From an optimization exercise on the open Yosys and OpenROAD flow, aimed at small area and a short achievable clock period; shortcuts taken in it are not production practice. No functional check of the RTL was part of any run shown here. No activity file was given, so power comes from the tool's default toggle rates.

==> flow/design.v <==
module adder #(
    parameter N = 512,
    parameter p = 512'h65b48e8f740f89bffc8ab0d15e3e4c4ab42d083aedc88c425afbfcc69322c9cda7aac6c567f35507516730cc1f0b4f25c2721bf457aca8351b81b90533c6c87b,
    parameter word_size = 32,
    parameter chunks = N/word_size
    ) (
    input clk,
    input rst,
    input c_in,
    input wire [N-1:0] X, Y,
    output wire [N:0] Z,
    output reg done
);
reg state;
reg [511:0] bs;    
reg [127:0] bg;    
reg cr;           
reg [512:0] zr;
assign Z = zr;
always @(posedge clk) begin
    if (rst) begin
        state <= 1'b0;
        done <= 1'b0;
    end else begin
        state <= 1'b1;
        done <= state;
    end
end
integer i;
wire [511:0] ic;    
wire [511:0] isum;
wire [127:0] icout;
genvar b;
generate for (b = 0; b < 512; b = b + 1) begin : ib
    if (b % 4 == 0) begin
        assign isum[b] = X[b] ^ Y[b];
        assign ic[b] = X[b] & Y[b];
    end else begin
        assign isum[b] = X[b] ^ Y[b] ^ ic[b-1];
        assign ic[b] = (X[b] & Y[b]) | (ic[b-1] & (X[b] ^ Y[b]));
    end
    if (b % 4 == 3) assign icout[b/4] = ic[b];
end endgenerate
always @(posedge clk) begin
    cr <= c_in;
    bs <= isum;
    bg <= icout;
end
wire [127:0] bp;
genvar j;
generate for (j = 0; j < 128; j = j + 1) begin : gp
    assign bp[j] = &bs[4*j +: 4];
end endgenerate
wire g0c = bg[0] | (bp[0] & cr);
wire pg1;
wire pg2;
wire pp2;
wire pg3;
wire pp3;
wire pg4;
wire pp4;
wire pg5;
wire pp5;
wire pg6;
wire pp6;
wire pg7;
wire pp7;
wire pg8;
wire pp8;
wire pg9;
wire pp9;
wire pg10;
wire pp10;
wire pg11;
wire pp11;
wire pg12;
wire pp12;
wire pg13;
wire pp13;
wire pg14;
wire pp14;
wire pg15;
wire pp15;
wire pg16;
wire pp16;
wire pg17;
wire pp17;
wire pg18;
wire pp18;
wire pg19;
wire pp19;
wire pg20;
wire pp20;
wire pg21;
wire pp21;
wire pg22;
wire pp22;
wire pg23;
wire pp23;
wire pg24;
wire pp24;
wire pg25;
wire pp25;
wire pg26;
wire pp26;
wire pg27;
wire pp27;
wire pg28;
wire pp28;
wire pg29;
wire pp29;
wire pg30;
wire pp30;
wire pg31;
wire pp31;
wire pg32;
wire pp32;
wire pg33;
wire pp33;
wire pg34;
wire pp34;
wire pg35;
wire pp35;
wire pg36;
wire pp36;
wire pg37;
wire pp37;
wire pg38;
wire pp38;
wire pg39;
wire pp39;
wire pg40;
wire pp40;
wire pg41;
wire pp41;
wire pg42;
wire pp42;
wire pg43;
wire pp43;
wire pg44;
wire pp44;
wire pg45;
wire pp45;
wire pg46;
wire pp46;
wire pg47;
wire pp47;
wire pg48;
wire pp48;
wire pg49;
wire pp49;
wire pg50;
wire pp50;
wire pg51;
wire pp51;
wire pg52;
wire pp52;
wire pg53;
wire pp53;
wire pg54;
wire pp54;
wire pg55;
wire pp55;
wire pg56;
wire pp56;
wire pg57;
wire pp57;
wire pg58;
wire pp58;
wire pg59;
wire pp59;
wire pg60;
wire pp60;
wire pg61;
wire pp61;
wire pg62;
wire pp62;
wire pg63;
wire pp63;
wire pg64;
wire pp64;
wire pg65;
wire pg66;
wire pp66;
wire pg67;
wire pp67;
wire pg68;
wire pp68;
wire pg69;
wire pp69;
wire pg70;
wire pp70;
wire pg71;
wire pp71;
wire pg72;
wire pp72;
wire pg73;
wire pp73;
wire pg74;
wire pp74;
wire pg75;
wire pp75;
wire pg76;
wire pp76;
wire pg77;
wire pp77;
wire pg78;
wire pp78;
wire pg79;
wire pp79;
wire pg80;
wire pp80;
wire pg81;
wire pp81;
wire pg82;
wire pp82;
wire pg83;
wire pp83;
wire pg84;
wire pp84;
wire pg85;
wire pp85;
wire pg86;
wire pp86;
wire pg87;
wire pp87;
wire pg88;
wire pp88;
wire pg89;
wire pp89;
wire pg90;
wire pp90;
wire pg91;
wire pp91;
wire pg92;
wire pp92;
wire pg93;
wire pp93;
wire pg94;
wire pp94;
wire pg95;
wire pp95;
wire pg96;
wire pp96;
wire pg97;
wire pp97;
wire pg98;
wire pp98;
wire pg99;
wire pp99;
wire pg100;
wire pp100;
wire pg101;
wire pp101;
wire pg102;
wire pp102;
wire pg103;
wire pp103;
wire pg104;
wire pp104;
wire pg105;
wire pp105;
wire pg106;
wire pp106;
wire pg107;
wire pp107;
wire pg108;
wire pp108;
wire pg109;
wire pp109;
wire pg110;
wire pp110;
wire pg111;
wire pp111;
wire pg112;
wire pp112;
wire pg113;
wire pp113;
wire pg114;
wire pp114;
wire pg115;
wire pp115;
wire pg116;
wire pp116;
wire pg117;
wire pp117;
wire pg118;
wire pp118;
wire pg119;
wire pp119;
wire pg120;
wire pp120;
wire pg121;
wire pp121;
wire pg122;
wire pp122;
wire pg123;
wire pp123;
wire pg124;
wire pp124;
wire pg125;
wire pp125;
wire pg126;
wire pp126;
wire pg127;
wire pp127;
wire pg128;
wire pg129;
wire pg130;
wire pp130;
wire pg131;
wire pp131;
wire pg132;
wire pp132;
wire pg133;
wire pp133;
wire pg134;
wire pp134;
wire pg135;
wire pp135;
wire pg136;
wire pp136;
wire pg137;
wire pp137;
wire pg138;
wire pp138;
wire pg139;
wire pp139;
wire pg140;
wire pp140;
wire pg141;
wire pp141;
wire pg142;
wire pp142;
wire pg143;
wire pp143;
wire pg144;
wire pp144;
wire pg145;
wire pp145;
wire pg146;
wire pp146;
wire pg147;
wire pp147;
wire pg148;
wire pp148;
wire pg149;
wire pp149;
wire pg150;
wire pp150;
wire pg151;
wire pp151;
wire pg152;
wire pp152;
wire pg153;
wire pp153;
wire pg154;
wire pp154;
wire pg155;
wire pp155;
wire pg156;
wire pp156;
wire pg157;
wire pp157;
wire pg158;
wire pp158;
wire pg159;
wire pp159;
wire pg160;
wire pp160;
wire pg161;
wire pp161;
wire pg162;
wire pp162;
wire pg163;
wire pp163;
wire pg164;
wire pp164;
wire pg165;
wire pp165;
wire pg166;
wire pp166;
wire pg167;
wire pp167;
wire pg168;
wire pp168;
wire pg169;
wire pp169;
wire pg170;
wire pp170;
wire pg171;
wire pp171;
wire pg172;
wire pp172;
wire pg173;
wire pp173;
wire pg174;
wire pp174;
wire pg175;
wire pp175;
wire pg176;
wire pp176;
wire pg177;
wire pp177;
wire pg178;
wire pp178;
wire pg179;
wire pp179;
wire pg180;
wire pp180;
wire pg181;
wire pp181;
wire pg182;
wire pp182;
wire pg183;
wire pp183;
wire pg184;
wire pp184;
wire pg185;
wire pp185;
wire pg186;
wire pp186;
wire pg187;
wire pp187;
wire pg188;
wire pp188;
wire pg189;
wire pp189;
wire pg190;
wire pg191;
wire pg192;
wire pg193;
wire pg194;
wire pp194;
wire pg195;
wire pp195;
wire pg196;
wire pp196;
wire pg197;
wire pp197;
wire pg198;
wire pp198;
wire pg199;
wire pp199;
wire pg200;
wire pp200;
wire pg201;
wire pp201;
wire pg202;
wire pp202;
wire pg203;
wire pp203;
wire pg204;
wire pp204;
wire pg205;
wire pp205;
wire pg206;
wire pp206;
wire pg207;
wire pp207;
wire pg208;
wire pp208;
wire pg209;
wire pp209;
wire pg210;
wire pp210;
wire pg211;
wire pp211;
wire pg212;
wire pp212;
wire pg213;
wire pp213;
wire pg214;
wire pp214;
wire pg215;
wire pp215;
wire pg216;
wire pp216;
wire pg217;
wire pp217;
wire pg218;
wire pp218;
wire pg219;
wire pp219;
wire pg220;
wire pp220;
wire pg221;
wire pp221;
wire pg222;
wire pp222;
wire pg223;
wire pp223;
wire pg224;
wire pp224;
wire pg225;
wire pp225;
wire pg226;
wire pp226;
wire pg227;
wire pp227;
wire pg228;
wire pp228;
wire pg229;
wire pp229;
wire pg230;
wire pp230;
wire pg231;
wire pp231;
wire pg232;
wire pp232;
wire pg233;
wire pp233;
wire pg234;
wire pp234;
wire pg235;
wire pp235;
wire pg236;
wire pp236;
wire pg237;
wire pp237;
wire pg238;
wire pp238;
wire pg239;
wire pp239;
wire pg240;
wire pp240;
wire pg241;
wire pp241;
wire pg242;
wire pp242;
wire pg243;
wire pp243;
wire pg244;
wire pp244;
wire pg245;
wire pp245;
wire pg246;
wire pp246;
wire pg247;
wire pp247;
wire pg248;
wire pp248;
wire pg249;
wire pp249;
wire pg250;
wire pg251;
wire pg252;
wire pg253;
wire pg254;
wire pg255;
wire pg256;
wire pg257;
wire pg258;
wire pp258;
wire pg259;
wire pp259;
wire pg260;
wire pp260;
wire pg261;
wire pp261;
wire pg262;
wire pp262;
wire pg263;
wire pp263;
wire pg264;
wire pp264;
wire pg265;
wire pp265;
wire pg266;
wire pp266;
wire pg267;
wire pp267;
wire pg268;
wire pp268;
wire pg269;
wire pp269;
wire pg270;
wire pp270;
wire pg271;
wire pp271;
wire pg272;
wire pp272;
wire pg273;
wire pp273;
wire pg274;
wire pp274;
wire pg275;
wire pp275;
wire pg276;
wire pp276;
wire pg277;
wire pp277;
wire pg278;
wire pp278;
wire pg279;
wire pp279;
wire pg280;
wire pp280;
wire pg281;
wire pp281;
wire pg282;
wire pp282;
wire pg283;
wire pp283;
wire pg284;
wire pp284;
wire pg285;
wire pp285;
wire pg286;
wire pp286;
wire pg287;
wire pp287;
wire pg288;
wire pp288;
wire pg289;
wire pp289;
wire pg290;
wire pp290;
wire pg291;
wire pp291;
wire pg292;
wire pp292;
wire pg293;
wire pp293;
wire pg294;
wire pp294;
wire pg295;
wire pp295;
wire pg296;
wire pp296;
wire pg297;
wire pp297;
wire pg298;
wire pp298;
wire pg299;
wire pp299;
wire pg300;
wire pp300;
wire pg301;
wire pp301;
wire pg302;
wire pp302;
wire pg303;
wire pp303;
wire pg304;
wire pp304;
wire pg305;
wire pp305;
wire pg306;
wire pg307;
wire pg308;
wire pg309;
wire pg310;
wire pg311;
wire pg312;
wire pg313;
wire pg314;
wire pg315;
wire pg316;
wire pg317;
wire pg318;
wire pg319;
wire pg320;
wire pg321;
wire pg322;
wire pp322;
wire pg323;
wire pp323;
wire pg324;
wire pp324;
wire pg325;
wire pp325;
wire pg326;
wire pp326;
wire pg327;
wire pp327;
wire pg328;
wire pp328;
wire pg329;
wire pp329;
wire pg330;
wire pp330;
wire pg331;
wire pp331;
wire pg332;
wire pp332;
wire pg333;
wire pp333;
wire pg334;
wire pp334;
wire pg335;
wire pp335;
wire pg336;
wire pp336;
wire pg337;
wire pp337;
wire pg338;
wire pp338;
wire pg339;
wire pp339;
wire pg340;
wire pp340;
wire pg341;
wire pp341;
wire pg342;
wire pp342;
wire pg343;
wire pp343;
wire pg344;
wire pp344;
wire pg345;
wire pp345;
wire pg346;
wire pp346;
wire pg347;
wire pp347;
wire pg348;
wire pp348;
wire pg349;
wire pp349;
wire pg350;
wire pp350;
wire pg351;
wire pp351;
wire pg352;
wire pp352;
wire pg353;
wire pp353;
wire pg354;
wire pg355;
wire pg356;
wire pg357;
wire pg358;
wire pg359;
wire pg360;
wire pg361;
wire pg362;
wire pg363;
wire pg364;
wire pg365;
wire pg366;
wire pg367;
wire pg368;
wire pg369;
wire pg370;
wire pg371;
wire pg372;
wire pg373;
wire pg374;
wire pg375;
wire pg376;
wire pg377;
wire pg378;
wire pg379;
wire pg380;
wire pg381;
wire pg382;
wire pg383;
wire pg384;
wire pg385;
wire pg386;
wire pg387;
wire pg388;
wire pg389;
wire pg390;
wire pg391;
wire pg392;
wire pg393;
wire pg394;
wire pg395;
wire pg396;
wire pg397;
wire pg398;
wire pg399;
wire pg400;
wire pg401;
wire pg402;
wire pg403;
wire pg404;
wire pg405;
wire pg406;
wire pg407;
wire pg408;
wire pg409;
wire pg410;
wire pg411;
wire pg412;
wire pg413;
wire pg414;
wire pg415;
wire pg416;
wire pg417;
wire pg418;
wire pg419;
wire pg420;
wire pg421;
wire pg422;
wire pg423;
wire pg424;
wire pg425;
wire pg426;
wire pg427;
wire pg428;
wire pg429;
wire pg430;
wire pg431;
wire pg432;
wire pg433;
wire pg434;
wire pg435;
wire pg436;
wire pg437;
wire pg438;
wire pg439;
wire pg440;
wire pg441;
wire pg442;
wire pg443;
wire pg444;
wire pg445;
wire pg446;
wire pg447;
wire pg448;
assign pg1 = bg[1] | (bp[1] & g0c);
assign pg2 = bg[3] | (bp[3] & bg[2]);
assign pp2 = bp[3] & bp[2];
assign pg3 = bg[5] | (bp[5] & bg[4]);
assign pp3 = bp[5] & bp[4];
assign pg4 = bg[7] | (bp[7] & bg[6]);
assign pp4 = bp[7] & bp[6];
assign pg5 = bg[9] | (bp[9] & bg[8]);
assign pp5 = bp[9] & bp[8];
assign pg6 = bg[11] | (bp[11] & bg[10]);
assign pp6 = bp[11] & bp[10];
assign pg7 = bg[13] | (bp[13] & bg[12]);
assign pp7 = bp[13] & bp[12];
assign pg8 = bg[15] | (bp[15] & bg[14]);
assign pp8 = bp[15] & bp[14];
assign pg9 = bg[17] | (bp[17] & bg[16]);
assign pp9 = bp[17] & bp[16];
assign pg10 = bg[19] | (bp[19] & bg[18]);
assign pp10 = bp[19] & bp[18];
assign pg11 = bg[21] | (bp[21] & bg[20]);
assign pp11 = bp[21] & bp[20];
assign pg12 = bg[23] | (bp[23] & bg[22]);
assign pp12 = bp[23] & bp[22];
assign pg13 = bg[25] | (bp[25] & bg[24]);
assign pp13 = bp[25] & bp[24];
assign pg14 = bg[27] | (bp[27] & bg[26]);
assign pp14 = bp[27] & bp[26];
assign pg15 = bg[29] | (bp[29] & bg[28]);
assign pp15 = bp[29] & bp[28];
assign pg16 = bg[31] | (bp[31] & bg[30]);
assign pp16 = bp[31] & bp[30];
assign pg17 = bg[33] | (bp[33] & bg[32]);
assign pp17 = bp[33] & bp[32];
assign pg18 = bg[35] | (bp[35] & bg[34]);
assign pp18 = bp[35] & bp[34];
assign pg19 = bg[37] | (bp[37] & bg[36]);
assign pp19 = bp[37] & bp[36];
assign pg20 = bg[39] | (bp[39] & bg[38]);
assign pp20 = bp[39] & bp[38];
assign pg21 = bg[41] | (bp[41] & bg[40]);
assign pp21 = bp[41] & bp[40];
assign pg22 = bg[43] | (bp[43] & bg[42]);
assign pp22 = bp[43] & bp[42];
assign pg23 = bg[45] | (bp[45] & bg[44]);
assign pp23 = bp[45] & bp[44];
assign pg24 = bg[47] | (bp[47] & bg[46]);
assign pp24 = bp[47] & bp[46];
assign pg25 = bg[49] | (bp[49] & bg[48]);
assign pp25 = bp[49] & bp[48];
assign pg26 = bg[51] | (bp[51] & bg[50]);
assign pp26 = bp[51] & bp[50];
assign pg27 = bg[53] | (bp[53] & bg[52]);
assign pp27 = bp[53] & bp[52];
assign pg28 = bg[55] | (bp[55] & bg[54]);
assign pp28 = bp[55] & bp[54];
assign pg29 = bg[57] | (bp[57] & bg[56]);
assign pp29 = bp[57] & bp[56];
assign pg30 = bg[59] | (bp[59] & bg[58]);
assign pp30 = bp[59] & bp[58];
assign pg31 = bg[61] | (bp[61] & bg[60]);
assign pp31 = bp[61] & bp[60];
assign pg32 = bg[63] | (bp[63] & bg[62]);
assign pp32 = bp[63] & bp[62];
assign pg33 = bg[65] | (bp[65] & bg[64]);
assign pp33 = bp[65] & bp[64];
assign pg34 = bg[67] | (bp[67] & bg[66]);
assign pp34 = bp[67] & bp[66];
assign pg35 = bg[69] | (bp[69] & bg[68]);
assign pp35 = bp[69] & bp[68];
assign pg36 = bg[71] | (bp[71] & bg[70]);
assign pp36 = bp[71] & bp[70];
assign pg37 = bg[73] | (bp[73] & bg[72]);
assign pp37 = bp[73] & bp[72];
assign pg38 = bg[75] | (bp[75] & bg[74]);
assign pp38 = bp[75] & bp[74];
assign pg39 = bg[77] | (bp[77] & bg[76]);
assign pp39 = bp[77] & bp[76];
assign pg40 = bg[79] | (bp[79] & bg[78]);
assign pp40 = bp[79] & bp[78];
assign pg41 = bg[81] | (bp[81] & bg[80]);
assign pp41 = bp[81] & bp[80];
assign pg42 = bg[83] | (bp[83] & bg[82]);
assign pp42 = bp[83] & bp[82];
assign pg43 = bg[85] | (bp[85] & bg[84]);
assign pp43 = bp[85] & bp[84];
assign pg44 = bg[87] | (bp[87] & bg[86]);
assign pp44 = bp[87] & bp[86];
assign pg45 = bg[89] | (bp[89] & bg[88]);
assign pp45 = bp[89] & bp[88];
assign pg46 = bg[91] | (bp[91] & bg[90]);
assign pp46 = bp[91] & bp[90];
assign pg47 = bg[93] | (bp[93] & bg[92]);
assign pp47 = bp[93] & bp[92];
assign pg48 = bg[95] | (bp[95] & bg[94]);
assign pp48 = bp[95] & bp[94];
assign pg49 = bg[97] | (bp[97] & bg[96]);
assign pp49 = bp[97] & bp[96];
assign pg50 = bg[99] | (bp[99] & bg[98]);
assign pp50 = bp[99] & bp[98];
assign pg51 = bg[101] | (bp[101] & bg[100]);
assign pp51 = bp[101] & bp[100];
assign pg52 = bg[103] | (bp[103] & bg[102]);
assign pp52 = bp[103] & bp[102];
assign pg53 = bg[105] | (bp[105] & bg[104]);
assign pp53 = bp[105] & bp[104];
assign pg54 = bg[107] | (bp[107] & bg[106]);
assign pp54 = bp[107] & bp[106];
assign pg55 = bg[109] | (bp[109] & bg[108]);
assign pp55 = bp[109] & bp[108];
assign pg56 = bg[111] | (bp[111] & bg[110]);
assign pp56 = bp[111] & bp[110];
assign pg57 = bg[113] | (bp[113] & bg[112]);
assign pp57 = bp[113] & bp[112];
assign pg58 = bg[115] | (bp[115] & bg[114]);
assign pp58 = bp[115] & bp[114];
assign pg59 = bg[117] | (bp[117] & bg[116]);
assign pp59 = bp[117] & bp[116];
assign pg60 = bg[119] | (bp[119] & bg[118]);
assign pp60 = bp[119] & bp[118];
assign pg61 = bg[121] | (bp[121] & bg[120]);
assign pp61 = bp[121] & bp[120];
assign pg62 = bg[123] | (bp[123] & bg[122]);
assign pp62 = bp[123] & bp[122];
assign pg63 = bg[125] | (bp[125] & bg[124]);
assign pp63 = bp[125] & bp[124];
assign pg64 = bg[127] | (bp[127] & bg[126]);
assign pp64 = bp[127] & bp[126];
assign pg65 = pg2 | (pp2 & pg1);
assign pg66 = pg3 | (pp3 & pg2);
assign pp66 = pp3 & pp2;
assign pg67 = pg4 | (pp4 & pg3);
assign pp67 = pp4 & pp3;
assign pg68 = pg5 | (pp5 & pg4);
assign pp68 = pp5 & pp4;
assign pg69 = pg6 | (pp6 & pg5);
assign pp69 = pp6 & pp5;
assign pg70 = pg7 | (pp7 & pg6);
assign pp70 = pp7 & pp6;
assign pg71 = pg8 | (pp8 & pg7);
assign pp71 = pp8 & pp7;
assign pg72 = pg9 | (pp9 & pg8);
assign pp72 = pp9 & pp8;
assign pg73 = pg10 | (pp10 & pg9);
assign pp73 = pp10 & pp9;
assign pg74 = pg11 | (pp11 & pg10);
assign pp74 = pp11 & pp10;
assign pg75 = pg12 | (pp12 & pg11);
assign pp75 = pp12 & pp11;
assign pg76 = pg13 | (pp13 & pg12);
assign pp76 = pp13 & pp12;
assign pg77 = pg14 | (pp14 & pg13);
assign pp77 = pp14 & pp13;
assign pg78 = pg15 | (pp15 & pg14);
assign pp78 = pp15 & pp14;
assign pg79 = pg16 | (pp16 & pg15);
assign pp79 = pp16 & pp15;
assign pg80 = pg17 | (pp17 & pg16);
assign pp80 = pp17 & pp16;
assign pg81 = pg18 | (pp18 & pg17);
assign pp81 = pp18 & pp17;
assign pg82 = pg19 | (pp19 & pg18);
assign pp82 = pp19 & pp18;
assign pg83 = pg20 | (pp20 & pg19);
assign pp83 = pp20 & pp19;
assign pg84 = pg21 | (pp21 & pg20);
assign pp84 = pp21 & pp20;
assign pg85 = pg22 | (pp22 & pg21);
assign pp85 = pp22 & pp21;
assign pg86 = pg23 | (pp23 & pg22);
assign pp86 = pp23 & pp22;
assign pg87 = pg24 | (pp24 & pg23);
assign pp87 = pp24 & pp23;
assign pg88 = pg25 | (pp25 & pg24);
assign pp88 = pp25 & pp24;
assign pg89 = pg26 | (pp26 & pg25);
assign pp89 = pp26 & pp25;
assign pg90 = pg27 | (pp27 & pg26);
assign pp90 = pp27 & pp26;
assign pg91 = pg28 | (pp28 & pg27);
assign pp91 = pp28 & pp27;
assign pg92 = pg29 | (pp29 & pg28);
assign pp92 = pp29 & pp28;
assign pg93 = pg30 | (pp30 & pg29);
assign pp93 = pp30 & pp29;
assign pg94 = pg31 | (pp31 & pg30);
assign pp94 = pp31 & pp30;
assign pg95 = pg32 | (pp32 & pg31);
assign pp95 = pp32 & pp31;
assign pg96 = pg33 | (pp33 & pg32);
assign pp96 = pp33 & pp32;
assign pg97 = pg34 | (pp34 & pg33);
assign pp97 = pp34 & pp33;
assign pg98 = pg35 | (pp35 & pg34);
assign pp98 = pp35 & pp34;
assign pg99 = pg36 | (pp36 & pg35);
assign pp99 = pp36 & pp35;
assign pg100 = pg37 | (pp37 & pg36);
assign pp100 = pp37 & pp36;
assign pg101 = pg38 | (pp38 & pg37);
assign pp101 = pp38 & pp37;
assign pg102 = pg39 | (pp39 & pg38);
assign pp102 = pp39 & pp38;
assign pg103 = pg40 | (pp40 & pg39);
assign pp103 = pp40 & pp39;
assign pg104 = pg41 | (pp41 & pg40);
assign pp104 = pp41 & pp40;
assign pg105 = pg42 | (pp42 & pg41);
assign pp105 = pp42 & pp41;
assign pg106 = pg43 | (pp43 & pg42);
assign pp106 = pp43 & pp42;
assign pg107 = pg44 | (pp44 & pg43);
assign pp107 = pp44 & pp43;
assign pg108 = pg45 | (pp45 & pg44);
assign pp108 = pp45 & pp44;
assign pg109 = pg46 | (pp46 & pg45);
assign pp109 = pp46 & pp45;
assign pg110 = pg47 | (pp47 & pg46);
assign pp110 = pp47 & pp46;
assign pg111 = pg48 | (pp48 & pg47);
assign pp111 = pp48 & pp47;
assign pg112 = pg49 | (pp49 & pg48);
assign pp112 = pp49 & pp48;
assign pg113 = pg50 | (pp50 & pg49);
assign pp113 = pp50 & pp49;
assign pg114 = pg51 | (pp51 & pg50);
assign pp114 = pp51 & pp50;
assign pg115 = pg52 | (pp52 & pg51);
assign pp115 = pp52 & pp51;
assign pg116 = pg53 | (pp53 & pg52);
assign pp116 = pp53 & pp52;
assign pg117 = pg54 | (pp54 & pg53);
assign pp117 = pp54 & pp53;
assign pg118 = pg55 | (pp55 & pg54);
assign pp118 = pp55 & pp54;
assign pg119 = pg56 | (pp56 & pg55);
assign pp119 = pp56 & pp55;
assign pg120 = pg57 | (pp57 & pg56);
assign pp120 = pp57 & pp56;
assign pg121 = pg58 | (pp58 & pg57);
assign pp121 = pp58 & pp57;
assign pg122 = pg59 | (pp59 & pg58);
assign pp122 = pp59 & pp58;
assign pg123 = pg60 | (pp60 & pg59);
assign pp123 = pp60 & pp59;
assign pg124 = pg61 | (pp61 & pg60);
assign pp124 = pp61 & pp60;
assign pg125 = pg62 | (pp62 & pg61);
assign pp125 = pp62 & pp61;
assign pg126 = pg63 | (pp63 & pg62);
assign pp126 = pp63 & pp62;
assign pg127 = pg64 | (pp64 & pg63);
assign pp127 = pp64 & pp63;
assign pg128 = pg66 | (pp66 & pg1);
assign pg129 = pg67 | (pp67 & pg65);
assign pg130 = pg68 | (pp68 & pg66);
assign pp130 = pp68 & pp66;
assign pg131 = pg69 | (pp69 & pg67);
assign pp131 = pp69 & pp67;
assign pg132 = pg70 | (pp70 & pg68);
assign pp132 = pp70 & pp68;
assign pg133 = pg71 | (pp71 & pg69);
assign pp133 = pp71 & pp69;
assign pg134 = pg72 | (pp72 & pg70);
assign pp134 = pp72 & pp70;
assign pg135 = pg73 | (pp73 & pg71);
assign pp135 = pp73 & pp71;
assign pg136 = pg74 | (pp74 & pg72);
assign pp136 = pp74 & pp72;
assign pg137 = pg75 | (pp75 & pg73);
assign pp137 = pp75 & pp73;
assign pg138 = pg76 | (pp76 & pg74);
assign pp138 = pp76 & pp74;
assign pg139 = pg77 | (pp77 & pg75);
assign pp139 = pp77 & pp75;
assign pg140 = pg78 | (pp78 & pg76);
assign pp140 = pp78 & pp76;
assign pg141 = pg79 | (pp79 & pg77);
assign pp141 = pp79 & pp77;
assign pg142 = pg80 | (pp80 & pg78);
assign pp142 = pp80 & pp78;
assign pg143 = pg81 | (pp81 & pg79);
assign pp143 = pp81 & pp79;
assign pg144 = pg82 | (pp82 & pg80);
assign pp144 = pp82 & pp80;
assign pg145 = pg83 | (pp83 & pg81);
assign pp145 = pp83 & pp81;
assign pg146 = pg84 | (pp84 & pg82);
assign pp146 = pp84 & pp82;
assign pg147 = pg85 | (pp85 & pg83);
assign pp147 = pp85 & pp83;
assign pg148 = pg86 | (pp86 & pg84);
assign pp148 = pp86 & pp84;
assign pg149 = pg87 | (pp87 & pg85);
assign pp149 = pp87 & pp85;
assign pg150 = pg88 | (pp88 & pg86);
assign pp150 = pp88 & pp86;
assign pg151 = pg89 | (pp89 & pg87);
assign pp151 = pp89 & pp87;
assign pg152 = pg90 | (pp90 & pg88);
assign pp152 = pp90 & pp88;
assign pg153 = pg91 | (pp91 & pg89);
assign pp153 = pp91 & pp89;
assign pg154 = pg92 | (pp92 & pg90);
assign pp154 = pp92 & pp90;
assign pg155 = pg93 | (pp93 & pg91);
assign pp155 = pp93 & pp91;
assign pg156 = pg94 | (pp94 & pg92);
assign pp156 = pp94 & pp92;
assign pg157 = pg95 | (pp95 & pg93);
assign pp157 = pp95 & pp93;
assign pg158 = pg96 | (pp96 & pg94);
assign pp158 = pp96 & pp94;
assign pg159 = pg97 | (pp97 & pg95);
assign pp159 = pp97 & pp95;
assign pg160 = pg98 | (pp98 & pg96);
assign pp160 = pp98 & pp96;
assign pg161 = pg99 | (pp99 & pg97);
assign pp161 = pp99 & pp97;
assign pg162 = pg100 | (pp100 & pg98);
assign pp162 = pp100 & pp98;
assign pg163 = pg101 | (pp101 & pg99);
assign pp163 = pp101 & pp99;
assign pg164 = pg102 | (pp102 & pg100);
assign pp164 = pp102 & pp100;
assign pg165 = pg103 | (pp103 & pg101);
assign pp165 = pp103 & pp101;
assign pg166 = pg104 | (pp104 & pg102);
assign pp166 = pp104 & pp102;
assign pg167 = pg105 | (pp105 & pg103);
assign pp167 = pp105 & pp103;
assign pg168 = pg106 | (pp106 & pg104);
assign pp168 = pp106 & pp104;
assign pg169 = pg107 | (pp107 & pg105);
assign pp169 = pp107 & pp105;
assign pg170 = pg108 | (pp108 & pg106);
assign pp170 = pp108 & pp106;
assign pg171 = pg109 | (pp109 & pg107);
assign pp171 = pp109 & pp107;
assign pg172 = pg110 | (pp110 & pg108);
assign pp172 = pp110 & pp108;
assign pg173 = pg111 | (pp111 & pg109);
assign pp173 = pp111 & pp109;
assign pg174 = pg112 | (pp112 & pg110);
assign pp174 = pp112 & pp110;
assign pg175 = pg113 | (pp113 & pg111);
assign pp175 = pp113 & pp111;
assign pg176 = pg114 | (pp114 & pg112);
assign pp176 = pp114 & pp112;
assign pg177 = pg115 | (pp115 & pg113);
assign pp177 = pp115 & pp113;
assign pg178 = pg116 | (pp116 & pg114);
assign pp178 = pp116 & pp114;
assign pg179 = pg117 | (pp117 & pg115);
assign pp179 = pp117 & pp115;
assign pg180 = pg118 | (pp118 & pg116);
assign pp180 = pp118 & pp116;
assign pg181 = pg119 | (pp119 & pg117);
assign pp181 = pp119 & pp117;
assign pg182 = pg120 | (pp120 & pg118);
assign pp182 = pp120 & pp118;
assign pg183 = pg121 | (pp121 & pg119);
assign pp183 = pp121 & pp119;
assign pg184 = pg122 | (pp122 & pg120);
assign pp184 = pp122 & pp120;
assign pg185 = pg123 | (pp123 & pg121);
assign pp185 = pp123 & pp121;
assign pg186 = pg124 | (pp124 & pg122);
assign pp186 = pp124 & pp122;
assign pg187 = pg125 | (pp125 & pg123);
assign pp187 = pp125 & pp123;
assign pg188 = pg126 | (pp126 & pg124);
assign pp188 = pp126 & pp124;
assign pg189 = pg127 | (pp127 & pg125);
assign pp189 = pp127 & pp125;
assign pg190 = pg130 | (pp130 & pg1);
assign pg191 = pg131 | (pp131 & pg65);
assign pg192 = pg132 | (pp132 & pg128);
assign pg193 = pg133 | (pp133 & pg129);
assign pg194 = pg134 | (pp134 & pg130);
assign pp194 = pp134 & pp130;
assign pg195 = pg135 | (pp135 & pg131);
assign pp195 = pp135 & pp131;
assign pg196 = pg136 | (pp136 & pg132);
assign pp196 = pp136 & pp132;
assign pg197 = pg137 | (pp137 & pg133);
assign pp197 = pp137 & pp133;
assign pg198 = pg138 | (pp138 & pg134);
assign pp198 = pp138 & pp134;
assign pg199 = pg139 | (pp139 & pg135);
assign pp199 = pp139 & pp135;
assign pg200 = pg140 | (pp140 & pg136);
assign pp200 = pp140 & pp136;
assign pg201 = pg141 | (pp141 & pg137);
assign pp201 = pp141 & pp137;
assign pg202 = pg142 | (pp142 & pg138);
assign pp202 = pp142 & pp138;
assign pg203 = pg143 | (pp143 & pg139);
assign pp203 = pp143 & pp139;
assign pg204 = pg144 | (pp144 & pg140);
assign pp204 = pp144 & pp140;
assign pg205 = pg145 | (pp145 & pg141);
assign pp205 = pp145 & pp141;
assign pg206 = pg146 | (pp146 & pg142);
assign pp206 = pp146 & pp142;
assign pg207 = pg147 | (pp147 & pg143);
assign pp207 = pp147 & pp143;
assign pg208 = pg148 | (pp148 & pg144);
assign pp208 = pp148 & pp144;
assign pg209 = pg149 | (pp149 & pg145);
assign pp209 = pp149 & pp145;
assign pg210 = pg150 | (pp150 & pg146);
assign pp210 = pp150 & pp146;
assign pg211 = pg151 | (pp151 & pg147);
assign pp211 = pp151 & pp147;
assign pg212 = pg152 | (pp152 & pg148);
assign pp212 = pp152 & pp148;
assign pg213 = pg153 | (pp153 & pg149);
assign pp213 = pp153 & pp149;
assign pg214 = pg154 | (pp154 & pg150);
assign pp214 = pp154 & pp150;
assign pg215 = pg155 | (pp155 & pg151);
assign pp215 = pp155 & pp151;
assign pg216 = pg156 | (pp156 & pg152);
assign pp216 = pp156 & pp152;
assign pg217 = pg157 | (pp157 & pg153);
assign pp217 = pp157 & pp153;
assign pg218 = pg158 | (pp158 & pg154);
assign pp218 = pp158 & pp154;
assign pg219 = pg159 | (pp159 & pg155);
assign pp219 = pp159 & pp155;
assign pg220 = pg160 | (pp160 & pg156);
assign pp220 = pp160 & pp156;
assign pg221 = pg161 | (pp161 & pg157);
assign pp221 = pp161 & pp157;
assign pg222 = pg162 | (pp162 & pg158);
assign pp222 = pp162 & pp158;
assign pg223 = pg163 | (pp163 & pg159);
assign pp223 = pp163 & pp159;
assign pg224 = pg164 | (pp164 & pg160);
assign pp224 = pp164 & pp160;
assign pg225 = pg165 | (pp165 & pg161);
assign pp225 = pp165 & pp161;
assign pg226 = pg166 | (pp166 & pg162);
assign pp226 = pp166 & pp162;
assign pg227 = pg167 | (pp167 & pg163);
assign pp227 = pp167 & pp163;
assign pg228 = pg168 | (pp168 & pg164);
assign pp228 = pp168 & pp164;
assign pg229 = pg169 | (pp169 & pg165);
assign pp229 = pp169 & pp165;
assign pg230 = pg170 | (pp170 & pg166);
assign pp230 = pp170 & pp166;
assign pg231 = pg171 | (pp171 & pg167);
assign pp231 = pp171 & pp167;
assign pg232 = pg172 | (pp172 & pg168);
assign pp232 = pp172 & pp168;
assign pg233 = pg173 | (pp173 & pg169);
assign pp233 = pp173 & pp169;
assign pg234 = pg174 | (pp174 & pg170);
assign pp234 = pp174 & pp170;
assign pg235 = pg175 | (pp175 & pg171);
assign pp235 = pp175 & pp171;
assign pg236 = pg176 | (pp176 & pg172);
assign pp236 = pp176 & pp172;
assign pg237 = pg177 | (pp177 & pg173);
assign pp237 = pp177 & pp173;
assign pg238 = pg178 | (pp178 & pg174);
assign pp238 = pp178 & pp174;
assign pg239 = pg179 | (pp179 & pg175);
assign pp239 = pp179 & pp175;
assign pg240 = pg180 | (pp180 & pg176);
assign pp240 = pp180 & pp176;
assign pg241 = pg181 | (pp181 & pg177);
assign pp241 = pp181 & pp177;
assign pg242 = pg182 | (pp182 & pg178);
assign pp242 = pp182 & pp178;
assign pg243 = pg183 | (pp183 & pg179);
assign pp243 = pp183 & pp179;
assign pg244 = pg184 | (pp184 & pg180);
assign pp244 = pp184 & pp180;
assign pg245 = pg185 | (pp185 & pg181);
assign pp245 = pp185 & pp181;
assign pg246 = pg186 | (pp186 & pg182);
assign pp246 = pp186 & pp182;
assign pg247 = pg187 | (pp187 & pg183);
assign pp247 = pp187 & pp183;
assign pg248 = pg188 | (pp188 & pg184);
assign pp248 = pp188 & pp184;
assign pg249 = pg189 | (pp189 & pg185);
assign pp249 = pp189 & pp185;
assign pg250 = pg194 | (pp194 & pg1);
assign pg251 = pg195 | (pp195 & pg65);
assign pg252 = pg196 | (pp196 & pg128);
assign pg253 = pg197 | (pp197 & pg129);
assign pg254 = pg198 | (pp198 & pg190);
assign pg255 = pg199 | (pp199 & pg191);
assign pg256 = pg200 | (pp200 & pg192);
assign pg257 = pg201 | (pp201 & pg193);
assign pg258 = pg202 | (pp202 & pg194);
assign pp258 = pp202 & pp194;
assign pg259 = pg203 | (pp203 & pg195);
assign pp259 = pp203 & pp195;
assign pg260 = pg204 | (pp204 & pg196);
assign pp260 = pp204 & pp196;
assign pg261 = pg205 | (pp205 & pg197);
assign pp261 = pp205 & pp197;
assign pg262 = pg206 | (pp206 & pg198);
assign pp262 = pp206 & pp198;
assign pg263 = pg207 | (pp207 & pg199);
assign pp263 = pp207 & pp199;
assign pg264 = pg208 | (pp208 & pg200);
assign pp264 = pp208 & pp200;
assign pg265 = pg209 | (pp209 & pg201);
assign pp265 = pp209 & pp201;
assign pg266 = pg210 | (pp210 & pg202);
assign pp266 = pp210 & pp202;
assign pg267 = pg211 | (pp211 & pg203);
assign pp267 = pp211 & pp203;
assign pg268 = pg212 | (pp212 & pg204);
assign pp268 = pp212 & pp204;
assign pg269 = pg213 | (pp213 & pg205);
assign pp269 = pp213 & pp205;
assign pg270 = pg214 | (pp214 & pg206);
assign pp270 = pp214 & pp206;
assign pg271 = pg215 | (pp215 & pg207);
assign pp271 = pp215 & pp207;
assign pg272 = pg216 | (pp216 & pg208);
assign pp272 = pp216 & pp208;
assign pg273 = pg217 | (pp217 & pg209);
assign pp273 = pp217 & pp209;
assign pg274 = pg218 | (pp218 & pg210);
assign pp274 = pp218 & pp210;
assign pg275 = pg219 | (pp219 & pg211);
assign pp275 = pp219 & pp211;
assign pg276 = pg220 | (pp220 & pg212);
assign pp276 = pp220 & pp212;
assign pg277 = pg221 | (pp221 & pg213);
assign pp277 = pp221 & pp213;
assign pg278 = pg222 | (pp222 & pg214);
assign pp278 = pp222 & pp214;
assign pg279 = pg223 | (pp223 & pg215);
assign pp279 = pp223 & pp215;
assign pg280 = pg224 | (pp224 & pg216);
assign pp280 = pp224 & pp216;
assign pg281 = pg225 | (pp225 & pg217);
assign pp281 = pp225 & pp217;
assign pg282 = pg226 | (pp226 & pg218);
assign pp282 = pp226 & pp218;
assign pg283 = pg227 | (pp227 & pg219);
assign pp283 = pp227 & pp219;
assign pg284 = pg228 | (pp228 & pg220);
assign pp284 = pp228 & pp220;
assign pg285 = pg229 | (pp229 & pg221);
assign pp285 = pp229 & pp221;
assign pg286 = pg230 | (pp230 & pg222);
assign pp286 = pp230 & pp222;
assign pg287 = pg231 | (pp231 & pg223);
assign pp287 = pp231 & pp223;
assign pg288 = pg232 | (pp232 & pg224);
assign pp288 = pp232 & pp224;
assign pg289 = pg233 | (pp233 & pg225);
assign pp289 = pp233 & pp225;
assign pg290 = pg234 | (pp234 & pg226);
assign pp290 = pp234 & pp226;
assign pg291 = pg235 | (pp235 & pg227);
assign pp291 = pp235 & pp227;
assign pg292 = pg236 | (pp236 & pg228);
assign pp292 = pp236 & pp228;
assign pg293 = pg237 | (pp237 & pg229);
assign pp293 = pp237 & pp229;
assign pg294 = pg238 | (pp238 & pg230);
assign pp294 = pp238 & pp230;
assign pg295 = pg239 | (pp239 & pg231);
assign pp295 = pp239 & pp231;
assign pg296 = pg240 | (pp240 & pg232);
assign pp296 = pp240 & pp232;
assign pg297 = pg241 | (pp241 & pg233);
assign pp297 = pp241 & pp233;
assign pg298 = pg242 | (pp242 & pg234);
assign pp298 = pp242 & pp234;
assign pg299 = pg243 | (pp243 & pg235);
assign pp299 = pp243 & pp235;
assign pg300 = pg244 | (pp244 & pg236);
assign pp300 = pp244 & pp236;
assign pg301 = pg245 | (pp245 & pg237);
assign pp301 = pp245 & pp237;
assign pg302 = pg246 | (pp246 & pg238);
assign pp302 = pp246 & pp238;
assign pg303 = pg247 | (pp247 & pg239);
assign pp303 = pp247 & pp239;
assign pg304 = pg248 | (pp248 & pg240);
assign pp304 = pp248 & pp240;
assign pg305 = pg249 | (pp249 & pg241);
assign pp305 = pp249 & pp241;
assign pg306 = pg258 | (pp258 & pg1);
assign pg307 = pg259 | (pp259 & pg65);
assign pg308 = pg260 | (pp260 & pg128);
assign pg309 = pg261 | (pp261 & pg129);
assign pg310 = pg262 | (pp262 & pg190);
assign pg311 = pg263 | (pp263 & pg191);
assign pg312 = pg264 | (pp264 & pg192);
assign pg313 = pg265 | (pp265 & pg193);
assign pg314 = pg266 | (pp266 & pg250);
assign pg315 = pg267 | (pp267 & pg251);
assign pg316 = pg268 | (pp268 & pg252);
assign pg317 = pg269 | (pp269 & pg253);
assign pg318 = pg270 | (pp270 & pg254);
assign pg319 = pg271 | (pp271 & pg255);
assign pg320 = pg272 | (pp272 & pg256);
assign pg321 = pg273 | (pp273 & pg257);
assign pg322 = pg274 | (pp274 & pg258);
assign pp322 = pp274 & pp258;
assign pg323 = pg275 | (pp275 & pg259);
assign pp323 = pp275 & pp259;
assign pg324 = pg276 | (pp276 & pg260);
assign pp324 = pp276 & pp260;
assign pg325 = pg277 | (pp277 & pg261);
assign pp325 = pp277 & pp261;
assign pg326 = pg278 | (pp278 & pg262);
assign pp326 = pp278 & pp262;
assign pg327 = pg279 | (pp279 & pg263);
assign pp327 = pp279 & pp263;
assign pg328 = pg280 | (pp280 & pg264);
assign pp328 = pp280 & pp264;
assign pg329 = pg281 | (pp281 & pg265);
assign pp329 = pp281 & pp265;
assign pg330 = pg282 | (pp282 & pg266);
assign pp330 = pp282 & pp266;
assign pg331 = pg283 | (pp283 & pg267);
assign pp331 = pp283 & pp267;
assign pg332 = pg284 | (pp284 & pg268);
assign pp332 = pp284 & pp268;
assign pg333 = pg285 | (pp285 & pg269);
assign pp333 = pp285 & pp269;
assign pg334 = pg286 | (pp286 & pg270);
assign pp334 = pp286 & pp270;
assign pg335 = pg287 | (pp287 & pg271);
assign pp335 = pp287 & pp271;
assign pg336 = pg288 | (pp288 & pg272);
assign pp336 = pp288 & pp272;
assign pg337 = pg289 | (pp289 & pg273);
assign pp337 = pp289 & pp273;
assign pg338 = pg290 | (pp290 & pg274);
assign pp338 = pp290 & pp274;
assign pg339 = pg291 | (pp291 & pg275);
assign pp339 = pp291 & pp275;
assign pg340 = pg292 | (pp292 & pg276);
assign pp340 = pp292 & pp276;
assign pg341 = pg293 | (pp293 & pg277);
assign pp341 = pp293 & pp277;
assign pg342 = pg294 | (pp294 & pg278);
assign pp342 = pp294 & pp278;
assign pg343 = pg295 | (pp295 & pg279);
assign pp343 = pp295 & pp279;
assign pg344 = pg296 | (pp296 & pg280);
assign pp344 = pp296 & pp280;
assign pg345 = pg297 | (pp297 & pg281);
assign pp345 = pp297 & pp281;
assign pg346 = pg298 | (pp298 & pg282);
assign pp346 = pp298 & pp282;
assign pg347 = pg299 | (pp299 & pg283);
assign pp347 = pp299 & pp283;
assign pg348 = pg300 | (pp300 & pg284);
assign pp348 = pp300 & pp284;
assign pg349 = pg301 | (pp301 & pg285);
assign pp349 = pp301 & pp285;
assign pg350 = pg302 | (pp302 & pg286);
assign pp350 = pp302 & pp286;
assign pg351 = pg303 | (pp303 & pg287);
assign pp351 = pp303 & pp287;
assign pg352 = pg304 | (pp304 & pg288);
assign pp352 = pp304 & pp288;
assign pg353 = pg305 | (pp305 & pg289);
assign pp353 = pp305 & pp289;
assign pg354 = pg322 | (pp322 & pg1);
assign pg355 = pg323 | (pp323 & pg65);
assign pg356 = pg324 | (pp324 & pg128);
assign pg357 = pg325 | (pp325 & pg129);
assign pg358 = pg326 | (pp326 & pg190);
assign pg359 = pg327 | (pp327 & pg191);
assign pg360 = pg328 | (pp328 & pg192);
assign pg361 = pg329 | (pp329 & pg193);
assign pg362 = pg330 | (pp330 & pg250);
assign pg363 = pg331 | (pp331 & pg251);
assign pg364 = pg332 | (pp332 & pg252);
assign pg365 = pg333 | (pp333 & pg253);
assign pg366 = pg334 | (pp334 & pg254);
assign pg367 = pg335 | (pp335 & pg255);
assign pg368 = pg336 | (pp336 & pg256);
assign pg369 = pg337 | (pp337 & pg257);
assign pg370 = pg338 | (pp338 & pg306);
assign pg371 = pg339 | (pp339 & pg307);
assign pg372 = pg340 | (pp340 & pg308);
assign pg373 = pg341 | (pp341 & pg309);
assign pg374 = pg342 | (pp342 & pg310);
assign pg375 = pg343 | (pp343 & pg311);
assign pg376 = pg344 | (pp344 & pg312);
assign pg377 = pg345 | (pp345 & pg313);
assign pg378 = pg346 | (pp346 & pg314);
assign pg379 = pg347 | (pp347 & pg315);
assign pg380 = pg348 | (pp348 & pg316);
assign pg381 = pg349 | (pp349 & pg317);
assign pg382 = pg350 | (pp350 & pg318);
assign pg383 = pg351 | (pp351 & pg319);
assign pg384 = pg352 | (pp352 & pg320);
assign pg385 = pg353 | (pp353 & pg321);
assign pg386 = bg[2] | (bp[2] & pg1);
assign pg387 = bg[4] | (bp[4] & pg65);
assign pg388 = bg[6] | (bp[6] & pg128);
assign pg389 = bg[8] | (bp[8] & pg129);
assign pg390 = bg[10] | (bp[10] & pg190);
assign pg391 = bg[12] | (bp[12] & pg191);
assign pg392 = bg[14] | (bp[14] & pg192);
assign pg393 = bg[16] | (bp[16] & pg193);
assign pg394 = bg[18] | (bp[18] & pg250);
assign pg395 = bg[20] | (bp[20] & pg251);
assign pg396 = bg[22] | (bp[22] & pg252);
assign pg397 = bg[24] | (bp[24] & pg253);
assign pg398 = bg[26] | (bp[26] & pg254);
assign pg399 = bg[28] | (bp[28] & pg255);
assign pg400 = bg[30] | (bp[30] & pg256);
assign pg401 = bg[32] | (bp[32] & pg257);
assign pg402 = bg[34] | (bp[34] & pg306);
assign pg403 = bg[36] | (bp[36] & pg307);
assign pg404 = bg[38] | (bp[38] & pg308);
assign pg405 = bg[40] | (bp[40] & pg309);
assign pg406 = bg[42] | (bp[42] & pg310);
assign pg407 = bg[44] | (bp[44] & pg311);
assign pg408 = bg[46] | (bp[46] & pg312);
assign pg409 = bg[48] | (bp[48] & pg313);
assign pg410 = bg[50] | (bp[50] & pg314);
assign pg411 = bg[52] | (bp[52] & pg315);
assign pg412 = bg[54] | (bp[54] & pg316);
assign pg413 = bg[56] | (bp[56] & pg317);
assign pg414 = bg[58] | (bp[58] & pg318);
assign pg415 = bg[60] | (bp[60] & pg319);
assign pg416 = bg[62] | (bp[62] & pg320);
assign pg417 = bg[64] | (bp[64] & pg321);
assign pg418 = bg[66] | (bp[66] & pg354);
assign pg419 = bg[68] | (bp[68] & pg355);
assign pg420 = bg[70] | (bp[70] & pg356);
assign pg421 = bg[72] | (bp[72] & pg357);
assign pg422 = bg[74] | (bp[74] & pg358);
assign pg423 = bg[76] | (bp[76] & pg359);
assign pg424 = bg[78] | (bp[78] & pg360);
assign pg425 = bg[80] | (bp[80] & pg361);
assign pg426 = bg[82] | (bp[82] & pg362);
assign pg427 = bg[84] | (bp[84] & pg363);
assign pg428 = bg[86] | (bp[86] & pg364);
assign pg429 = bg[88] | (bp[88] & pg365);
assign pg430 = bg[90] | (bp[90] & pg366);
assign pg431 = bg[92] | (bp[92] & pg367);
assign pg432 = bg[94] | (bp[94] & pg368);
assign pg433 = bg[96] | (bp[96] & pg369);
assign pg434 = bg[98] | (bp[98] & pg370);
assign pg435 = bg[100] | (bp[100] & pg371);
assign pg436 = bg[102] | (bp[102] & pg372);
assign pg437 = bg[104] | (bp[104] & pg373);
assign pg438 = bg[106] | (bp[106] & pg374);
assign pg439 = bg[108] | (bp[108] & pg375);
assign pg440 = bg[110] | (bp[110] & pg376);
assign pg441 = bg[112] | (bp[112] & pg377);
assign pg442 = bg[114] | (bp[114] & pg378);
assign pg443 = bg[116] | (bp[116] & pg379);
assign pg444 = bg[118] | (bp[118] & pg380);
assign pg445 = bg[120] | (bp[120] & pg381);
assign pg446 = bg[122] | (bp[122] & pg382);
assign pg447 = bg[124] | (bp[124] & pg383);
assign pg448 = bg[126] | (bp[126] & pg384);
wire [128:0] bc;
assign bc[0] = cr;
assign bc[1] = g0c;
assign bc[2] = pg1;
assign bc[3] = pg386;
assign bc[4] = pg65;
assign bc[5] = pg387;
assign bc[6] = pg128;
assign bc[7] = pg388;
assign bc[8] = pg129;
assign bc[9] = pg389;
assign bc[10] = pg190;
assign bc[11] = pg390;
assign bc[12] = pg191;
assign bc[13] = pg391;
assign bc[14] = pg192;
assign bc[15] = pg392;
assign bc[16] = pg193;
assign bc[17] = pg393;
assign bc[18] = pg250;
assign bc[19] = pg394;
assign bc[20] = pg251;
assign bc[21] = pg395;
assign bc[22] = pg252;
assign bc[23] = pg396;
assign bc[24] = pg253;
assign bc[25] = pg397;
assign bc[26] = pg254;
assign bc[27] = pg398;
assign bc[28] = pg255;
assign bc[29] = pg399;
assign bc[30] = pg256;
assign bc[31] = pg400;
assign bc[32] = pg257;
assign bc[33] = pg401;
assign bc[34] = pg306;
assign bc[35] = pg402;
assign bc[36] = pg307;
assign bc[37] = pg403;
assign bc[38] = pg308;
assign bc[39] = pg404;
assign bc[40] = pg309;
assign bc[41] = pg405;
assign bc[42] = pg310;
assign bc[43] = pg406;
assign bc[44] = pg311;
assign bc[45] = pg407;
assign bc[46] = pg312;
assign bc[47] = pg408;
assign bc[48] = pg313;
assign bc[49] = pg409;
assign bc[50] = pg314;
assign bc[51] = pg410;
assign bc[52] = pg315;
assign bc[53] = pg411;
assign bc[54] = pg316;
assign bc[55] = pg412;
assign bc[56] = pg317;
assign bc[57] = pg413;
assign bc[58] = pg318;
assign bc[59] = pg414;
assign bc[60] = pg319;
assign bc[61] = pg415;
assign bc[62] = pg320;
assign bc[63] = pg416;
assign bc[64] = pg321;
assign bc[65] = pg417;
assign bc[66] = pg354;
assign bc[67] = pg418;
assign bc[68] = pg355;
assign bc[69] = pg419;
assign bc[70] = pg356;
assign bc[71] = pg420;
assign bc[72] = pg357;
assign bc[73] = pg421;
assign bc[74] = pg358;
assign bc[75] = pg422;
assign bc[76] = pg359;
assign bc[77] = pg423;
assign bc[78] = pg360;
assign bc[79] = pg424;
assign bc[80] = pg361;
assign bc[81] = pg425;
assign bc[82] = pg362;
assign bc[83] = pg426;
assign bc[84] = pg363;
assign bc[85] = pg427;
assign bc[86] = pg364;
assign bc[87] = pg428;
assign bc[88] = pg365;
assign bc[89] = pg429;
assign bc[90] = pg366;
assign bc[91] = pg430;
assign bc[92] = pg367;
assign bc[93] = pg431;
assign bc[94] = pg368;
assign bc[95] = pg432;
assign bc[96] = pg369;
assign bc[97] = pg433;
assign bc[98] = pg370;
assign bc[99] = pg434;
assign bc[100] = pg371;
assign bc[101] = pg435;
assign bc[102] = pg372;
assign bc[103] = pg436;
assign bc[104] = pg373;
assign bc[105] = pg437;
assign bc[106] = pg374;
assign bc[107] = pg438;
assign bc[108] = pg375;
assign bc[109] = pg439;
assign bc[110] = pg376;
assign bc[111] = pg440;
assign bc[112] = pg377;
assign bc[113] = pg441;
assign bc[114] = pg378;
assign bc[115] = pg442;
assign bc[116] = pg379;
assign bc[117] = pg443;
assign bc[118] = pg380;
assign bc[119] = pg444;
assign bc[120] = pg381;
assign bc[121] = pg445;
assign bc[122] = pg382;
assign bc[123] = pg446;
assign bc[124] = pg383;
assign bc[125] = pg447;
assign bc[126] = pg384;
assign bc[127] = pg448;
assign bc[128] = pg385;
wire [511:0] oc;
wire [511:0] zsum;
generate for (b = 0; b < 512; b = b + 1) begin : ob
    if (b % 4 == 0) begin
        assign zsum[b] = bs[b] ^ bc[b/4];
        assign oc[b] = bs[b] & bc[b/4];
    end else begin
        assign zsum[b] = bs[b] ^ oc[b-1];
        assign oc[b] = bs[b] & oc[b-1];
    end
end endgenerate
always @(posedge clk) begin
    if (!done) zr <= {bc[128], zsum};
end
endmodule
==> flow/flow/run.sh <==
#!/bin/bash
set -euo pipefail
MARGIN=${MARGIN:-6.3}
bash standard.sh \
  "BUFFER_PORTS_ARGS=-buffer_cell sky130_fd_sc_hd__buf_2" \
  "SETUP_SLACK_MARGIN=$MARGIN" \
  finish > standard.log 2>&1
==> flow/standard.sh <==
#!/bin/bash
# synth_recipe.tcl (not shown) runs the flow's synth.tcl, then flattens the netlist and writes it again
# the make line also repeats each setting of config.mk as NAME=value (left out here)
make -C /OpenROAD-flow-scripts/flow DESIGN_CONFIG=/design/flow/config.mk WORK_HOME=/design/flow/orfs CLKGATE_MAP_FILE= SYNTH_SCRIPT=/design/flow/synth_recipe.tcl "${@:-finish}"
==> flow/config.mk <==
export PLATFORM = sky130hd
export DESIGN_NAME = adder
export DESIGN_NICKNAME = adder
export VERILOG_FILES = /design/flow/design.v
export SDC_FILE = /design/flow/constraint.sdc
export NUM_CORES = 4
export LEC_CHECK = 0
export ABC_AREA = 1
export CAP_MARGIN = 20
export CORE_AREA = 10 10 530 530
export DIE_AREA = 0 0 540 540
export SLEW_MARGIN = 20
==> flow/constraint.sdc <==
create_clock -name core_clock -period 10.0 [get_ports {clk}]
set_input_delay 2.0000 -clock core_clock [delete_from_list [all_inputs] [get_ports {clk}]]
set_output_delay 2.0000 -clock core_clock [all_outputs]
set_load 0.01 [all_outputs]
==> key figures, run 1 <==
Status
  • Status: no timing/DRC/antenna violations

Critical path
  • Reg2reg start: bs[212]
  • CP arrival: 1530 ps
  • RR Endpoint: zr[435]
  • Critical Path RT: 8000 ps
  • Critical path endpoint category: output pin
  • Worst reg-to-reg setup slack: 6520 ps
  • Slowest-stage cell, CP: edfxtp_1
  • CP max FO: 1
  • Levels on crit path: 1
  • Crit path largest cell delay: 420 ps
  • Setup Crit Path Kind: flip-flop to output pin
  • Startpoint Class: flip-flop
  • Critical Path Source: zr[174]
  • Setup crit end: Z[174]
  • Critical path buffer and inverter count: 1
  • Delay-heaviest family, CP: flip-flops
  • Cell chain of the critical path: buf_2
  • Reg2Reg Depth: 18

CTS
  • Root Buffer: clkbuf_16
  • Clock sinks: 1156
  • Clk Latency, worst-skew pair: 840 ps
  • H-tree lvl count: 4
  • CTS tree: done
  • CTS Buf Count: 147
  • Clock Tree Buf Depth: 4
  • Clock transition at the registers of the reported paths: 60 ps

Pwr
  • Pleak: 38.6 nW
  • Clock Power Share: 0.354
  • VDD IR max: 0.109 mV
  • Psw: 4.83 mW
  • Pwr dens: 204 nW/µm²
  • Sequential Power Share: 0.426
  • Net Sw Frac: 0.321
  • Combinational Power Share: 0.220
  • Int Power: 10.2 mW

Floorplanning
  • Die area: 292000 µm²
  • Die height: 540 µm
  • # IOs: 1541
  • Row count: 190
  • Core Box Area: 269000 µm²
  • Starting Density: 0.210
  • Die W: 540 µm

Logic synthesis
  • Compound-gate portion of the synthesized area: 0.0112
  • Cell taking the most area after synthesis: edfxtp_1
  • Synth cell count leaders: inv_1, nand2_1, dfxtp_1, edfxtp_1, ha_1
  • Post-synthesis adder-cell area fraction: 0.250
  • Mux cell area share after synthesis: 0
  • Ys async rst share: 0
  • Part of the Yosys area used for sequential elements: 0.502
  • Largest family of logic cells by synthesized area: adder cells
  • Share of Yosys cell area claimed by the top area cell type: 0.273
  • Syn Inst Count: 5307
  • Ys flop type: dfxtp_1
  • Avg Inst Size Synth: 10.6 µm²
  • Syn_nets: 7230
  • Post-synth EDFFs: 513
  • Cell with the most instances after synthesis: inv_1
  • Top post-synthesis cells by area: edfxtp_1, dfxtp_1, fa_1, ha_1, inv_1
  • Post-synthesis register bit count: 1156
  • Post-Synth XOR/XNOR Area: 0.0199
  • Post-Synth Simple-Gate Area: 0.102
  • Cell Area, Synth: 56300 µm²
  • Cell variety after synth: 38
  • Synth Warn #: 1

GRT
  • Largest net degree at the start of global routing: 137
  • First-pass GRT wire length: 376000 µm
  • GRT overflow: 0
  • Vias in the first global route: 42800
  • Gr usage total: 0.190
  • Initial antenna violation count: 121

Drt
  • Vias: 40400
  • DR DRC count: 0
  • Avg WL per Cell: 26.8 µm
  • Detail Route Antenna Nets: 0
  • First drt pass iteration count: 5
  • Initial DRC count: 2127
  • DR vias/cell: 3.77
  • WL final: 288000 µm

Worst hold path
  • Worst hold-check path type: flip-flop to flip-flop

Timing
  • Fin. Hold Viols: 0
  • Worst Tran Pin Value: 1030 ps
  • RSZ-0062 raised after global routing: true
  • Min cycle time layout: 3530 ps
  • Max_slew headroom: 0.316
  • Slew Limit Fails: 0
  • Final period util: 0.353
  • Setup ws final: 6470 ps
  • Final TNS setup: 0 ps
  • Final setup viols: 0
  • Clock skew: 116 ps
  • FMAX: 283 MHz

Placed design
  • Detailed placement HPWL: 259000 µm
  • Worst slack at placement: 5900 ps
  • Placed Cells: 10400
  • Final GP Congestion: 0.976
  • Port Buffers: 1540

Layout
  • Non-Filler Instances: 10700
  • Nets: 8925
  • Fill count: 28600
  • Area Growth Syn to Fin: 30.7%
  • Layout cells sized above 1: 0.290

Job
  • Max-Cap Viols: 0
-- cells in the final DEF, fill, tap and decap left out, drive strengths merged, types with 7 or more instances in the layout --
master  Yosys  final
buf         0   1546
nand2     972    972
xor2      128    128
o21bai     19     19
bufinv      0      8
nand3      28     28
ha        512    512
nand4      17     17
dfxtp     643    643
nor2      273    273
inv      1715   1726
fa        384    384
diode       0     53
edfxtp    513    513
clkbuf      0    195
o21ai      12     12
nor3        7      7
a21oi      50     50
clkinv      2     43
a21o       18     18
-- kinds of logic after synthesis --
kind of cell             Yosys count
buffers and inverters           1717
flip-flops                      1156
adder cells (fa/ha/maj)          896
XOR/XNOR                         128
AND/OR/NAND/NOR                 1309
AO/OA/AOI/OAI                    101
-- layer usage --
layer  wire length [µm]  global-route usage
met4               9330              0.0528
met3              23900              0.0642
met2             139000               0.332
met5                165                   0
met1             115000               0.221
-- state kept, by name, indices dropped and copies added, names as in the netlist --
name	count
bg	128
bs	512
cr	1
done	1
state	1
zr	513
-- what timing repair did --
action	in CTS	in global routing
endpoints found under the setup margin	25	43
gates resized for setup	15	25
hold buffers	0	0
hold endpoints to repair	0	0
pin swaps	0	1
setup buffers	0	1
-- per-stage QoR --
step	total power [mW]	utilization	area, µm²	hold slack [ps]
floorplan	7.59	-	56300	381
global placement	9.90	0.255	68600	387
detailed placement	9.89	0.255	68600	394
CTS	15.3	0.273	73400	403
global route	15.8	0.274	73500	429
finish	15.0	0.274	73600	399
-- layout make-up --
type                            count  area (µm²)  share of cell area
Inverter                         1717        6450              0.0876
Timing Repair Buffer             1546        7790               0.106
Sequential cell                  1156       28300               0.384
Multi-Input combinational cell   2434       21800               0.295
Clock buffer                      195        4160              0.0564
Tap cell                         3552        4440              0.0603
Clock inverter                     65         636             0.00863
Antenna cell                       53         133             0.00180
-- power groups by stage --
stage	Sequential [mW]	Combinational, mW	Clock [mW]
floorplan	6.63	0.964	0
global placement	6.49	3.41	0
detailed placement	6.50	3.39	0
CTS	6.41	3.43	5.48
global route	6.48	3.64	5.65
finish	6.40	3.30	5.31
-- worst min path at each step --
stage	start	slack, ps	to	cells past startpoint
6_report	state	400	done	2
5_1_grt	state	430	done	2
4_1_cts	state	400	done	2
3_5_place_dp	state	390	done	2
3_3_place_gp	state	390	done	2
2_1_floorplan	state	380	done	2
==> run 2, diff against run 1 <==
==> flow/flow/run.sh (replaced) <==
#!/bin/bash
set -euo pipefail
MARGIN=${MARGIN:-6.5}
bash standard.sh \
  "BUFFER_PORTS_ARGS=-buffer_cell sky130_fd_sc_hd__buf_1" \
  "SETUP_SLACK_MARGIN=$MARGIN" \
  finish > standard.log 2>&1
--- a/flow/config.mk
+++ b/flow/config.mk
@@ -9,4 +9,6 @@
 export CAP_MARGIN = 20
 export CORE_AREA = 10 10 530 530
+export CTS_CLUSTER_DIAMETER = 80
+export CTS_CLUSTER_SIZE = 30
 export DIE_AREA = 0 0 540 540
 export SLEW_MARGIN = 20
==> run 2 against run 1 <==
Against the previous run:
- cell count decreased by 1.0%
- non-clock buffer count increased by 4
- power decreased by 9.6%
- worst setup slack improved by 44 ps
- sequential power about the same
==> key figures, run 2 <==
Job
  • Max-Cap Viols: 0 (unchanged)

Timing
  • Final setup viols: 0 (unchanged)
  • Final TNS setup: 0 ps (unchanged)
  • FMAX: 287 MHz (+1.3%)
  • Max_slew headroom: 0.287 (-0.0288)
  • Fin. Hold Viols: 0 (unchanged)
  • RSZ-0062 raised after global routing: true
  • Clock skew: 68.5 ps (-47.2 ps)
  • Min cycle time layout: 3490 ps (-43.9 ps)
  • Fin Hold WS: 404 ps (+5.01 ps)
  • Worst Tran Pin Value: 1070 ps (+43.2 ps)
  • Final period util: 0.349 (-0.00439)
  • Slew Limit Fails: 0 (unchanged)

Layout
  • Final core occ: 0.263 (-0.0110)
  • Max reg flops: 513 (unchanged)
  • Multi-input logic area: 22000 µm² (+0.95%)
  • Fill count: 29000 (+1.1%)
  • Register area: 28300 µm² (about the same)
  • Nets: 8865 (-0.67%)
  • Most common cell after layout, fill and taps aside: inv_1
  • Area Growth Syn to Fin: 25.4%
  • Design area: 70700 µm² (-4.0%)
  • Layout cells sized above 1: 0.100 (-0.190)
  • Most frequent cells in the layout: inv_1, buf_1, nand2_1
  • Top Registers: zr x513, bs x512, bg x128
  • Top reg by flops: zr

Drt
  • Initial DRC count: 2606 (+23%)
  • Vias: 39900 (-1.2%)
  • Detail Route Antenna Nets: 0 (unchanged)
  • DR DRC count: 0 (unchanged)
  • DR vias/cell: 3.76 (-0.18%)
  • First drt pass iteration count: 5 (unchanged)
  • Avg WL per Cell: 26.8 µm (-0.12%)
  • WL final: 284000 µm (-1.1%)

CTS
  • Clk Latency, worst-skew pair: 770 ps (-70 ps)
  • CTS Buf Count: 83 (-44%)
  • Root Buffer: clkbuf_16
  • Clock transition at the registers of the reported paths: 120 ps (+60 ps)
  • Clock sinks: 1156 (unchanged)
  • CTS tree: done
  • Hold buffers post-CTS: 0 (unchanged)
  • H-tree lvl count: 3 (-1)
  • Clock Tree Buf Depth: 3 (-1)

Floorplanning
  • Die area: 292000 µm² (unchanged)
  • Die W: 540 µm (unchanged)
  • Row count: 190 (unchanged)
  • Die height: 540 µm (unchanged)
  • Core Box Area: 269000 µm² (unchanged)
  • # IOs: 1541 (unchanged)
  • Starting Density: 0.210 (unchanged)

Logic synthesis
  • Post-synthesis register bit count: 1156 (unchanged)
  • Share of Yosys cell area claimed by the top area cell type: 0.273 (unchanged)
  • Ys flop type: dfxtp_1
  • Synth Warn #: 1 (unchanged)
  • Cell taking the most area after synthesis: edfxtp_1
  • Syn Inst Count: 5307 (unchanged)
  • Post-synth EDFFs: 513 (unchanged)
  • Cell variety after synth: 38 (unchanged)
  • Syn_nets: 7230 (unchanged)
  • Cell with the most instances after synthesis: inv_1
  • Top post-synthesis cells by area: edfxtp_1, dfxtp_1, fa_1, ha_1, inv_1
  • Ys async rst share: 0 (unchanged)
  • Avg Inst Size Synth: 10.6 µm² (unchanged)
  • Part of the Yosys area used for sequential elements: 0.502 (unchanged)
  • Cell Area, Synth: 56300 µm² (unchanged)
  • Synth cell count leaders: inv_1, nand2_1, dfxtp_1, edfxtp_1, ha_1

Critical path
  • Cell chain of the critical path: clkbuf_2
  • Critical path buffer and inverter count: 1 (unchanged)
  • Crit path largest cell delay: 520 ps (+100 ps)
  • Slowest-stage cell, CP: edfxtp_1
  • Delay-heaviest family, CP: flip-flops
  • CP max FO: 1 (unchanged)
  • Critical Path RT: 8000 ps (about the same)
  • Startpoint Class: flip-flop
  • Setup Crit Path Kind: flip-flop to output pin
  • CP arrival: 1490 ps (-40 ps)
  • Critical path endpoint category: output pin

Worst hold path
  • Worst hold-check path type: flip-flop to flip-flop

Pwr
  • Pwr dens: 192 nW/µm² (-5.8%)
  • Overall power: 13.6 mW (-9.6%)
  • VDD IR max: 0.120 mV (+9.9%)
  • Pleak: 34.2 nW (-11%)

Placed design
  • Placement-stage cell area: 66700 µm² (-2.8%)
  • Detailed placement HPWL: 257000 µm (-0.57%)
  • Final GP Congestion: 0.972 (-0.43%)
  • Port Buffers: 1540 (unchanged)

GRT
  • First-pass GRT wire length: 369000 µm (-1.7%)
  • Initial antenna violation count: 102 (-16%)
  • Gr usage total: 0.188 (-0.00220)
  • Largest net degree at the start of global routing: 121 (-12%)
  • GRT overflow: 0 (unchanged)
  • Vias in the first global route: 41800 (-2.5%)

Status
  • Status: no timing/DRC/antenna violations
[run 2: cell count changes in the layout (fill, tap and decap cells not counted), moves of 21 or more]
cell       delta
buf_1      +1331
buf_2      -1348
clkbuf_1     -21
clkbuf_16    -66
clkinv_2     -26
nand2_1      -22
[run 2: area by class of cell]
class	count	share of cell area
Multi-Input combinational cell	2434	0.311
Clock buffer	91	0.0310
Timing Repair Buffer	1550	0.0881
Inverter	1717	0.0912
Clock inverter	63	0.0143
Sequential cell	1156	0.400
Antenna cell	46	0.00163
Tap cell	3552	0.0629
[run 2: worst paths after layout]
kind	from	endpoint	slack (ps)	cells past startpoint
setup / recovery	zr[91]	Z[91]	6510	1
hold / removal	state	done	400	2
setup reg to reg	bs[122]	zr[310]	6680	15
hold reg to reg	state	done	400	2
[run 2: layer usage]
layer,GRT usage,part of all wire
met1,0.216,0.39
met2,0.324,0.48
met3,0.0709,0.095
met4,0.0566,0.034
met5,0,0.00049
[run 2: cell families after synthesis]
family | synth area share
AO/OA/AOI/OAI | 0.0112
XOR/XNOR | 0.0199
adder cells (fa/ha/maj) | 0.250
buffers and inverters | 0.114
flip-flops | 0.502
AND/OR/NAND/NOR | 0.102
[run 2: where the power goes]
part           total (mW)  internal [mW]  switching, mW
Clock                3.97           1.81           2.16
Combinational        3.20          0.968           2.23
Sequential           6.41           5.95          0.454
Total                13.6           8.73           4.84
[run 2: tightest hold or removal path: stages, from the launching register on]
cell and delay, ps:
dfxtp_1 300, inv_1 40, nor2_1 30
[run 2: stage by stage]
stage | std cells | setup WS, ps
floorplan | 5307 | 1560
global placement | 10400 | 5880
detailed placement | 10400 | 5960
CTS | 10600 | 6450
global route | 10600 | 6460
finish | 10600 | 6510
[run 2: what timing repair did]
item                       CTS  global route
hold endpoints to repair     0             0
setup endpoints to repair  295            59
buffers inserted             3             1
gates resized for setup    267            60
pin swaps                    2             2

## afterwards: timing with drivers on the ports
How much do the figures lean on ideal ports? The routed layouts below were timed once more, with nothing changed but the port constraints.
Step 1: set_driving_cell puts a clkbuf_16 on clk and a buf_2 on each other input, an assumption about the parent block.
Step 2 adds t to the input delays and takes it off the output delays; t is the mean of the earliest and latest rising clock arrival at the registers after step 1. Input paths then give back, and output paths get back, about the clock's delay inside the block.
Three values: no drivers, after step 1, after step 2; two values: the first two.
run	t (ns)	setup WS [ns]	worst setup path at the end	latest minus earliest clock arrival (ns)	cell pins on the clock port's net
run 1	0.886	6.471 / 6.371 / 6.165	input to register	0.116 / 0.116	1
run 2	0.845	6.515 / 6.411 / 6.110	input to register	0.069 / 0.069	1
After both steps setup and hold are still met in every run listed. For run 2, which loses most, drivers alone change the setup slack by -0.104 ns; drivers and shift together by -0.405 ns.
